From an optimization exercise on the open Yosys and OpenROAD flow, aimed at a short achievable clock period and few clock cycles; shortcuts taken in it are not production practice. Function not checked in this run: the RTL went through the layout flow alone. Power figures rest on the tool's default switching activity, not on a simulated workload.

==> design.v <==
module overture (
    input  wire       clk_i,
    input  wire       reset_i,
    input  wire [7:0] memory_data_i,
    output wire [7:0] memory_address_o,
    output wire [7:0] io_address_o,
    input  wire [7:0] io_data_read_i,
    output wire [7:0] io_data_write_o,
    output wire       io_data_write_enable_o,
    output wire       io_data_read_enable_o,
    output wire       cpu_halted_o
);
    reg         halted;
    reg [7:0]   r0, r1, r2, r3, r4, r5, r6;
    reg [7:0]   s0, s1;        
    reg [23:0]  s0d, s1d;      
    reg [1:0]   s_n;           
    reg [7:0]   q;             
    reg [63:0]  x0h, x1h;      
    reg [7:0]   m;             
    reg [8:0]   h;             
    reg         bf_phase;      
    reg [63:0]  cv0b, cv1b;    
    reg [63:0]  ct0b, ct1b;    
    reg [511:0] cd0b, cd1b;    
    reg [6:0]   e_w0;          
    reg [6:0]   e_w1;          
    reg [6:0]   e_wio;         
    reg [6:0]   e_walu;        
    reg [7:0]   ev0, ev1;
    reg [2:0]   e_op;
    reg [7:0]   op_a, op_b;
    reg         re_q, we_q;
    reg [7:0]   io_addr_q, io_wdata_q;
    wire [2:0] sh_r = 3'd0 - op_b[2:0];
    reg  [7:0] alu_out;
    always @(*) begin
        case (e_op)
            3'b000:  alu_out = op_a | op_b;
            3'b001:  alu_out = ~(op_a & op_b);
            3'b010:  alu_out = ~(op_a | op_b);
            3'b011:  alu_out = op_a & op_b;
            3'b100:  alu_out = op_a + op_b;
            3'b101:  alu_out = op_a - op_b;
            3'b110:  alu_out = op_a ^ op_b;
            default: alu_out = op_b[3] ? (op_a >> sh_r) : (op_a << op_b[2:0]);
        endcase
    end
    wire [7:0] rr [0:6];
    assign rr[0] = r0; assign rr[1] = r1; assign rr[2] = r2; assign rr[3] = r3;
    assign rr[4] = r4; assign rr[5] = r5; assign rr[6] = r6;
    wire [7:0] mm [0:7];
    wire [7:0] nn [0:6];
    wire [7:0] late;
    genvar g;
    generate
        for (g = 0; g < 7; g = g + 1) begin : g_next
            assign mm[g] = e_w1[g] ? ev1 : e_w0[g] ? ev0 : rr[g];
            assign nn[g] = e_walu[g] ? alu_out : e_wio[g] ? io_data_read_i : mm[g];
            assign late[g] = e_walu[g] | e_wio[g];
        end
    endgenerate
    assign mm[7] = 8'd0;
    assign late[7] = 1'b0;
    function [7:0] val;
        input [2:0] x;
        begin
            if (x != 3'd7 && e_walu[x])     val = alu_out;
            else if (x != 3'd7 && e_wio[x]) val = io_data_read_i;
            else                            val = mm[x];
        end
    endfunction
    function condf;
        input [2:0] cc;
        input z, n;
        begin
            case (cc)
                3'b000:  condf = 1'b0;
                3'b001:  condf = z;
                3'b010:  condf = n;
                3'b011:  condf = n | z;
                3'b100:  condf = 1'b1;
                3'b101:  condf = ~z;
                3'b110:  condf = ~n;
                default: condf = ~n & ~z;
            endcase
        end
    endfunction
    function [23:0] dec;
        input [7:0] b;
        reg [1:0] ty;
        reg [2:0] sr, ds;
        reg bad, ldi, alu, cp, jmp, rd, wr, cj;
        reg [6:0] w, r;
        begin
            ty = b[7:6]; sr = b[5:3]; ds = b[2:0];
            bad = ty[0] && sr != 3'd0;
            ldi = ty == 2'b00;
            alu = ty == 2'b01 && !bad;
            cp  = ty == 2'b10;
            jmp = ty == 2'b11 && !bad;
            rd  = cp && sr == 3'd7;
            wr  = cp && ds == 3'd7;
            cj  = jmp && ds != 3'd0;
            w = 7'd0; r = 7'd0;
            if (ldi) w[0] = 1'b1;
            if (alu) w[3] = 1'b1;
            if (cp && ds != 3'd7) w[ds] = 1'b1;
            if (alu) begin r[1] = 1'b1; r[2] = 1'b1; end
            if (cp && sr != 3'd7) r[sr] = 1'b1;
            if (rd || wr) r[6] = 1'b1;
            if (cj) begin r[0] = 1'b1; r[3] = 1'b1; end
            dec = {r, w, cj, rd && wr, rd || wr, wr, rd, jmp, cp, alu, ldi, bad};
        end
    endfunction
    wire [1:0] ty0 = s0[7:6], ty1 = s1[7:6];
    wire [2:0] sr0 = s0[5:3], sr1 = s1[5:3];
    wire [2:0] ds0 = s0[2:0], ds1 = s1[2:0];
    wire bad0 = s0d[0],  bad1 = s1d[0];
    wire ldi0 = s0d[1],  ldi1 = s1d[1];
    wire alu0 = s0d[2],  alu1 = s1d[2];
    wire cp0  = s0d[3],  cp1  = s1d[3];
    wire jmp0 = s0d[4],  jmp1 = s1d[4];
    wire rd0  = s0d[5],  rd1  = s1d[5];
    wire wr0  = s0d[6],  wr1  = s1d[6];
    wire io0  = s0d[7],  io1  = s1d[7];
    wire bf0  = s0d[8],  bf1  = s1d[8];
    wire cj0  = s0d[9],  cj1  = s1d[9];       
    wire [6:0] w0   = s0d[16:10];               
    wire [6:0] w1   = s1d[16:10];
    wire [6:0] rdm1 = s1d[23:17];               
    wire [7:0] v0   = ldi0 ? {2'b00, s0[5:0]} : val(sr0);
    wire [7:0] v0e  = ldi0 ? {2'b00, s0[5:0]} : mm[sr0];    
    wire       v0_late = !ldi0 && late[sr0];
    function [7:0] val1;       
        input [2:0] x;
        begin
            if (x != 3'd7 && w0[x]) val1 = v0;
            else                    val1 = val(x);
        end
    endfunction
    wire [7:0] v1 = ldi1 ? {2'b00, s1[5:0]} : val1(sr1);
    wire head   = (s_n != 2'd0) && !halted;
    wire stall0 = cj0 && (late[3] || late[0]);
    wire go0    = head && !bad0 && !stall0;           
    wire bf_rd  = bf0 && !bf_phase;                    
    wire k0     = go0 && !bf_rd;                       
    wire zev0 = ev0 == 8'd0, zev1 = ev1 == 8'd0;
    wire [7:0] mz;
    generate
        for (g = 0; g < 7; g = g + 1) begin : g_zero
            assign mz[g] = e_w1[g] ? zev1 : e_w0[g] ? zev0 : (rr[g] == 8'd0);
        end
    endgenerate
    assign mz[7] = 1'b1;
    wire tk0    = k0 && jmp0 && condf(ds0, mz[3], mm[3][7]);
    wire r3z = w0[3] ? mz[sr0] : mz[3];
    wire r3n = w0[3] ? mm[sr0][7] : mm[3][7];
    wire r3a_late = w0[3] ? (alu0 || rd0 || v0_late) : late[3];
    wire r0a_late = w0[0] ? !ldi0 : late[0];
    wire pair_ok = (s_n == 2'd2) && !tk0 && !bad1 && !bf0 && !bf1 &&
                   !(io0 && io1) &&
                   !(rd0 && (rdm1[ds0] && ds0 != 3'd7)) &&
                   !(alu0 && rdm1[3] && !(cp1 && !wr1)) &&
                   !(cj1 && (r3a_late || r0a_late));
    wire k1     = k0 && pair_ok;
    wire tk1    = k1 && jmp1 && condf(ds1, r3z, r3n);
    wire taken  = tk0 || tk1;
    wire [7:0] tgt = w0[0] ? {2'b00, s0[5:0]} : mm[0];
    reg [6:0] nw0, nw1, nwio, nwalu;
    always @(*) begin
        nw0 = 7'd0; nw1 = 7'd0; nwio = 7'd0; nwalu = 7'd0;
        if (k0) begin
            if (ldi0) nw0[0] = 1'b1;
            if (alu0) nwalu[3] = 1'b1;
            if (cp0 && ds0 != 3'd7) begin
                if (rd0) nwio[ds0] = 1'b1;
                else     nw0[ds0]  = 1'b1;
            end
        end
        if (k1) begin
            nw0 = nw0 & ~w1; nwio = nwio & ~w1; nwalu = nwalu & ~w1;
            if (ldi1) nw1[0] = 1'b1;
            if (alu1) nwalu[3] = 1'b1;
            if (cp1 && ds1 != 3'd7) begin
                if (rd1)                    nwio[ds1]  = 1'b1;
                else if (alu0 && sr1 == 3'd3) nwalu[ds1] = 1'b1;
                else                        nw1[ds1]   = 1'b1;
            end
        end
    end
    wire alu_sel1 = k1 && alu1;
    reg [7:0] d0r, d1r;
    reg       v0r, v1r, t0r, t1r;
    integer i;
    always @(*) begin
        d0r = 8'd0; d1r = 8'd0; v0r = 1'b0; v1r = 1'b0; t0r = 1'b0; t1r = 1'b0;
        for (i = 0; i < 64; i = i + 1) begin
            d0r = d0r | ({8{x0h[i]}} & cd0b[8*i +: 8]);
            d1r = d1r | ({8{x1h[i]}} & cd1b[8*i +: 8]);
            v0r = v0r | (x0h[i] & cv0b[i]);
            v1r = v1r | (x1h[i] & cv1b[i]);
            t0r = t0r | (x0h[i] & ct0b[i]);
            t1r = t1r | (x1h[i] & ct1b[i]);
        end
    end
    wire [7:0] q1 = q + 8'd1;
    wire [7:0] q2 = q + 8'd2;
    wire h0 = v0r && (t0r == (q[0] ? q1[7] : q[7]));
    wire h1 = v1r && (t1r == q[7]);
    wire cv0 = q[0] ? h1 : h0;
    wire cv1 = q[0] ? h0 : h1;
    wire [7:0] c0 = q[0] ? d1r : d0r;
    wire [7:0] c1 = q[0] ? d0r : d1r;
    wire av0 = cv0 || (m == q);
    wire av1 = cv1 || (m == q1);
    wire [7:0] b0 = cv0 ? c0 : memory_data_i;
    wire [7:0] b1 = cv1 ? c1 : memory_data_i;
    wire [23:0] md = dec(memory_data_i);
    wire [23:0] bd0 = cv0 ? dec(c0) : md;
    wire [23:0] bd1 = cv1 ? dec(c1) : md;
    wire left2 = (s_n == 2'd2) && !k0;
    wire left1 = ((s_n == 2'd1) && !k0) || ((s_n == 2'd2) && k0 && !k1);
    wire left0 = !left2 && !left1;
    wire f1 = av0 && !left2;            
    wire f2 = av0 && av1 && left0;      
    wire [1:0] fill = {f2, f1 && !f2};
    reg  [7:0] ns0, ns1;
    reg  [23:0] nsd0, nsd1;
    reg  [1:0] nsn;
    always @(*) begin
        ns0 = s0; ns1 = s1; nsd0 = s0d; nsd1 = s1d;
        if (left0) begin
            ns0 = b0; ns1 = b1; nsd0 = bd0; nsd1 = bd1;
            nsn = {f2, f1 && !f2};
        end else if (left1) begin
            if (s_n == 2'd2) begin ns0 = s1; nsd0 = s1d; end
            ns1 = b0; nsd1 = bd0;
            nsn = f1 ? 2'd2 : 2'd1;
        end else
            nsn = 2'd2;
        if (taken) nsn = 2'd0;
    end
    wire [7:0] qn = taken ? tgt : f2 ? q2 : f1 ? q1 : q;
    wire       m_ge = !h[8] && m >= h[7:0];
    wire [8:0] he = m_ge ? {1'b0, m} + 9'd1 : h;
    wire [8:0] he1 = he + 9'd1;
    wire       pf = !taken && av0 && av1 && !he[8];
    wire [7:0] mn = taken ? tgt : !av0 ? q : !av1 ? q1 : he[8] ? m : he[7:0];
    wire [8:0] hn = pf ? he1 : he;
    reg [63:0] x0n, x1n;
    always @(*) begin
        if (taken) begin
            x1n = 64'd1 << tgt[6:1];
            x0n = tgt[0] ? {x1n[62:0], x1n[63]} : x1n;
        end else begin
            x0n = x0h; x1n = x1h;
            if (f2 || (f1 && !q[0])) x0n = {x0h[62:0], x0h[63]};
            if (f2 || (f1 &&  q[0])) x1n = {x1h[62:0], x1h[63]};
        end
    end
    always @(posedge clk_i) begin
        if (reset_i) begin
            halted   <= 1'b0;
            r0 <= 8'd0; r1 <= 8'd0; r2 <= 8'd0; r3 <= 8'd0;
            r4 <= 8'd0; r5 <= 8'd0; r6 <= 8'd0;
            s_n      <= 2'd0;
            q        <= 8'd0;
            x0h      <= 64'd1;
            x1h      <= 64'd1;
            m        <= 8'd0;
            h        <= 9'd1;
            bf_phase <= 1'b0;
            cv0b     <= 64'd0;
            cv1b     <= 64'd0;
            e_w0     <= 7'd0;
            e_w1     <= 7'd0;
            e_wio    <= 7'd0;
            e_walu   <= 7'd0;
            re_q     <= 1'b0;
            we_q     <= 1'b0;
        end else begin
            r0 <= nn[0]; r1 <= nn[1]; r2 <= nn[2]; r3 <= nn[3];
            r4 <= nn[4]; r5 <= nn[5]; r6 <= nn[6];
            if (head && bad0)
                halted <= 1'b1;
            s_n      <= nsn;
            q        <= qn;
            x0h      <= x0n;
            x1h      <= x1n;
            m        <= mn;
            h        <= hn;
            bf_phase <= go0 && bf_rd;
            if (m[0]) cv1b[m[6:1]] <= 1'b1;
            else      cv0b[m[6:1]] <= 1'b1;
            e_w0     <= nw0;
            e_w1     <= nw1;
            e_wio    <= nwio;
            e_walu   <= nwalu;
            re_q     <= (go0 && rd0 && !(bf0 && bf_phase)) || (k1 && rd1);
            we_q     <= (go0 && wr0 && !bf_rd) || (k1 && wr1);
        end
        s0 <= ns0;
        s1 <= ns1;
        s0d <= nsd0;
        s1d <= nsd1;
        if (m[0]) begin
            cd1b[8*m[6:1] +: 8] <= memory_data_i;
            ct1b[m[6:1]] <= m[7];
        end else begin
            cd0b[8*m[6:1] +: 8] <= memory_data_i;
            ct0b[m[6:1]] <= m[7];
        end
        ev0 <= v0;
        ev1 <= v1;
        e_op <= alu_sel1 ? ds1 : ds0;
        op_a <= alu_sel1 ? val1(3'd1) : val(3'd1);
        op_b <= alu_sel1 ? val1(3'd2) : val(3'd2);
        io_addr_q <= (k1 && io1) ? val1(3'd6) : val(3'd6);
        io_wdata_q <= (bf0 && bf_phase) ? io_data_read_i : (k1 && io1) ? v1 : v0;
    end
    assign memory_address_o       = m;
    assign io_address_o           = io_addr_q;
    assign io_data_write_o        = io_wdata_q;
    assign io_data_write_enable_o = we_q;
    assign io_data_read_enable_o  = re_q;
    assign cpu_halted_o           = halted;
endmodule
==> run.sh <==
#!/bin/bash
# synth_recipe.tcl (not shown) runs the flow's synth.tcl, then flattens the netlist and writes it again
# the make line also repeats each setting of config.mk as NAME=value (left out here)
make -C /OpenROAD-flow-scripts/flow DESIGN_CONFIG=/design/flow/config.mk WORK_HOME=/design/flow/orfs CLKGATE_MAP_FILE= SYNTH_SCRIPT=/design/flow/synth_recipe.tcl finish
==> config.mk <==
export PLATFORM = sky130hd
export DESIGN_NAME = overture
export DESIGN_NICKNAME = overture
export VERILOG_FILES = /design/flow/design.v
export SDC_FILE = /design/flow/constraint.sdc
export NUM_CORES = 4
export LEC_CHECK = 0
export ABC_CLOCK_PERIOD_IN_PS = 2000
export CAP_MARGIN = 20
export CORE_MARGIN = 2
export CORE_UTILIZATION = 50
export SETUP_SLACK_MARGIN = 5
export SLEW_MARGIN = 20
==> constraint.sdc <==
create_clock -name core_clock -period 7.2 [get_ports {clk_i}]
set_input_delay 1.4400 -clock core_clock [delete_from_list [all_inputs] [get_ports {clk_i}]]
set_output_delay 1.4400 -clock core_clock [all_outputs]
set_load 0.01 [all_outputs]
==> run summary <==
## power by group through the flow
stage	sequential, uW	clock [uW]	combinational [uW]
after detailed placement	17600	0	15600
after CTS	17500	9150	29800
after floorplan	16000	0	9850
after global placement	17600	0	15500
## logic make-up after synthesis
group	count (synthesis)	synth area share, %
DFF	1627	53.38
adders and majority gates	83	1.251
xor gates and xnor gates	43	0.4594
muxes	951	12.68
buffers and inverters	733	3.666
and+or+nand+nor	2471	12.56
AOI/OAI and AO/OA	1849	16.01
## metal layers
metal | global-route usage, % | GRT overflow
met1 | 72.17 | 0
met2 | 81.14 | 5
met3 | 49.61 | 0
met4 | 54.25 | 5
met5 | 26.29 | 0
## metrics by stage
stage                     instance area (um2)  utilization, %
after floorplan                         83760               -
after detailed placement                87030           52.22
after global placement                  86950           52.17
after CTS                              113100           67.88
## what timing repair did
item                                    in CTS
resized for setup                         2950
gates cloned                               110
endpoints found under the setup margin    2461
pin swaps                                  655
setup buffers                              767
hold buffers                                 0
## worst max path at each step
stage | from | end | slack [ps] | depth (start not counted)
4_1_cts | x1h[62] | s1d[7] | 3410 | 15
3_5_place_dp | e_op[2] | io_wdata_q[6] | 1960 | 14
3_3_place_gp | e_op[2] | io_wdata_q[4] | 1620 | 15
2_1_floorplan | m[0] | h[5] | -1220 | 16
==> flow_metrics.py <==
metrics = {
    "floorplanning": {
        "die_h_um": 412.9,
        "placementRows": 150,
        "initial_utilization_pct": 50.17,
        "die-width_um": 412.9,
        "pin_count": 45,
    },
    "logic_synthesis": {
        "synthDistinctLibCells": 101,
        "synthesis.area_per_instance_um2": 10.78,
        "netlist_instances": 7757,
        "async_reset_ff_share_pct": 0,
        "synth_top_area_share_pct": 43.27,
        "post_synth_main_area_contributors": "edfxtp_1 43%, dfxtp_1 10%, mux2_2 9.0%",
        "yosys_top_cell_by_area": "edfxtp_1",
        "ys_dominant_reg_cell": "edfxtp_1",
        "syn-cell-area_um2": 83620,
        "mappedNetlistNets": 7858,
        "most_instantiated_cells_after_synthesis": "1,498 x nand2_1, 1,205 x edfxtp_1, 665 x mux2_2, 489 x nor2_1, 460 x clkbuf_1",
        "synthMostInstantiatedCell": "nand2_1",
        "ys_ff_latch": 1627,
        "ys_warn_count": 1,
        "synth_edf_count": 1205,
        "synth.yosys.seq_area_share_pct": 53.38,
    },
    "placed_design": {
        "numPortBuffers": 44,
        "preCtsSetupSlack_ps": 1958,
        "placed_cells": 9699,
        "post-dp-hpwl_um": 303400,
        "place_congestion": 1.125,
    },
    "grt": {
        "total_global_route_track_usage_pct": 66.11,
        "grt_max_degree": 105,
        "grt_remaining_overflow": 10,
    },
    "cts": {
        "clock_sinks": 1627,
        "cts_buffers": 182,
        "root_buffer": "clkbuf_16",
        "htreeDepth": 4,
        "max-clock-path-buffers": 3,
    },
    "status": {
        "failed_stage": "5_1_grt",
        "outcome": "stopped before the end",
        "tool.error": "[ERROR GRT-0232] Routing congestion too high. Check the congestion heatmap in the GUI.",
    },
}
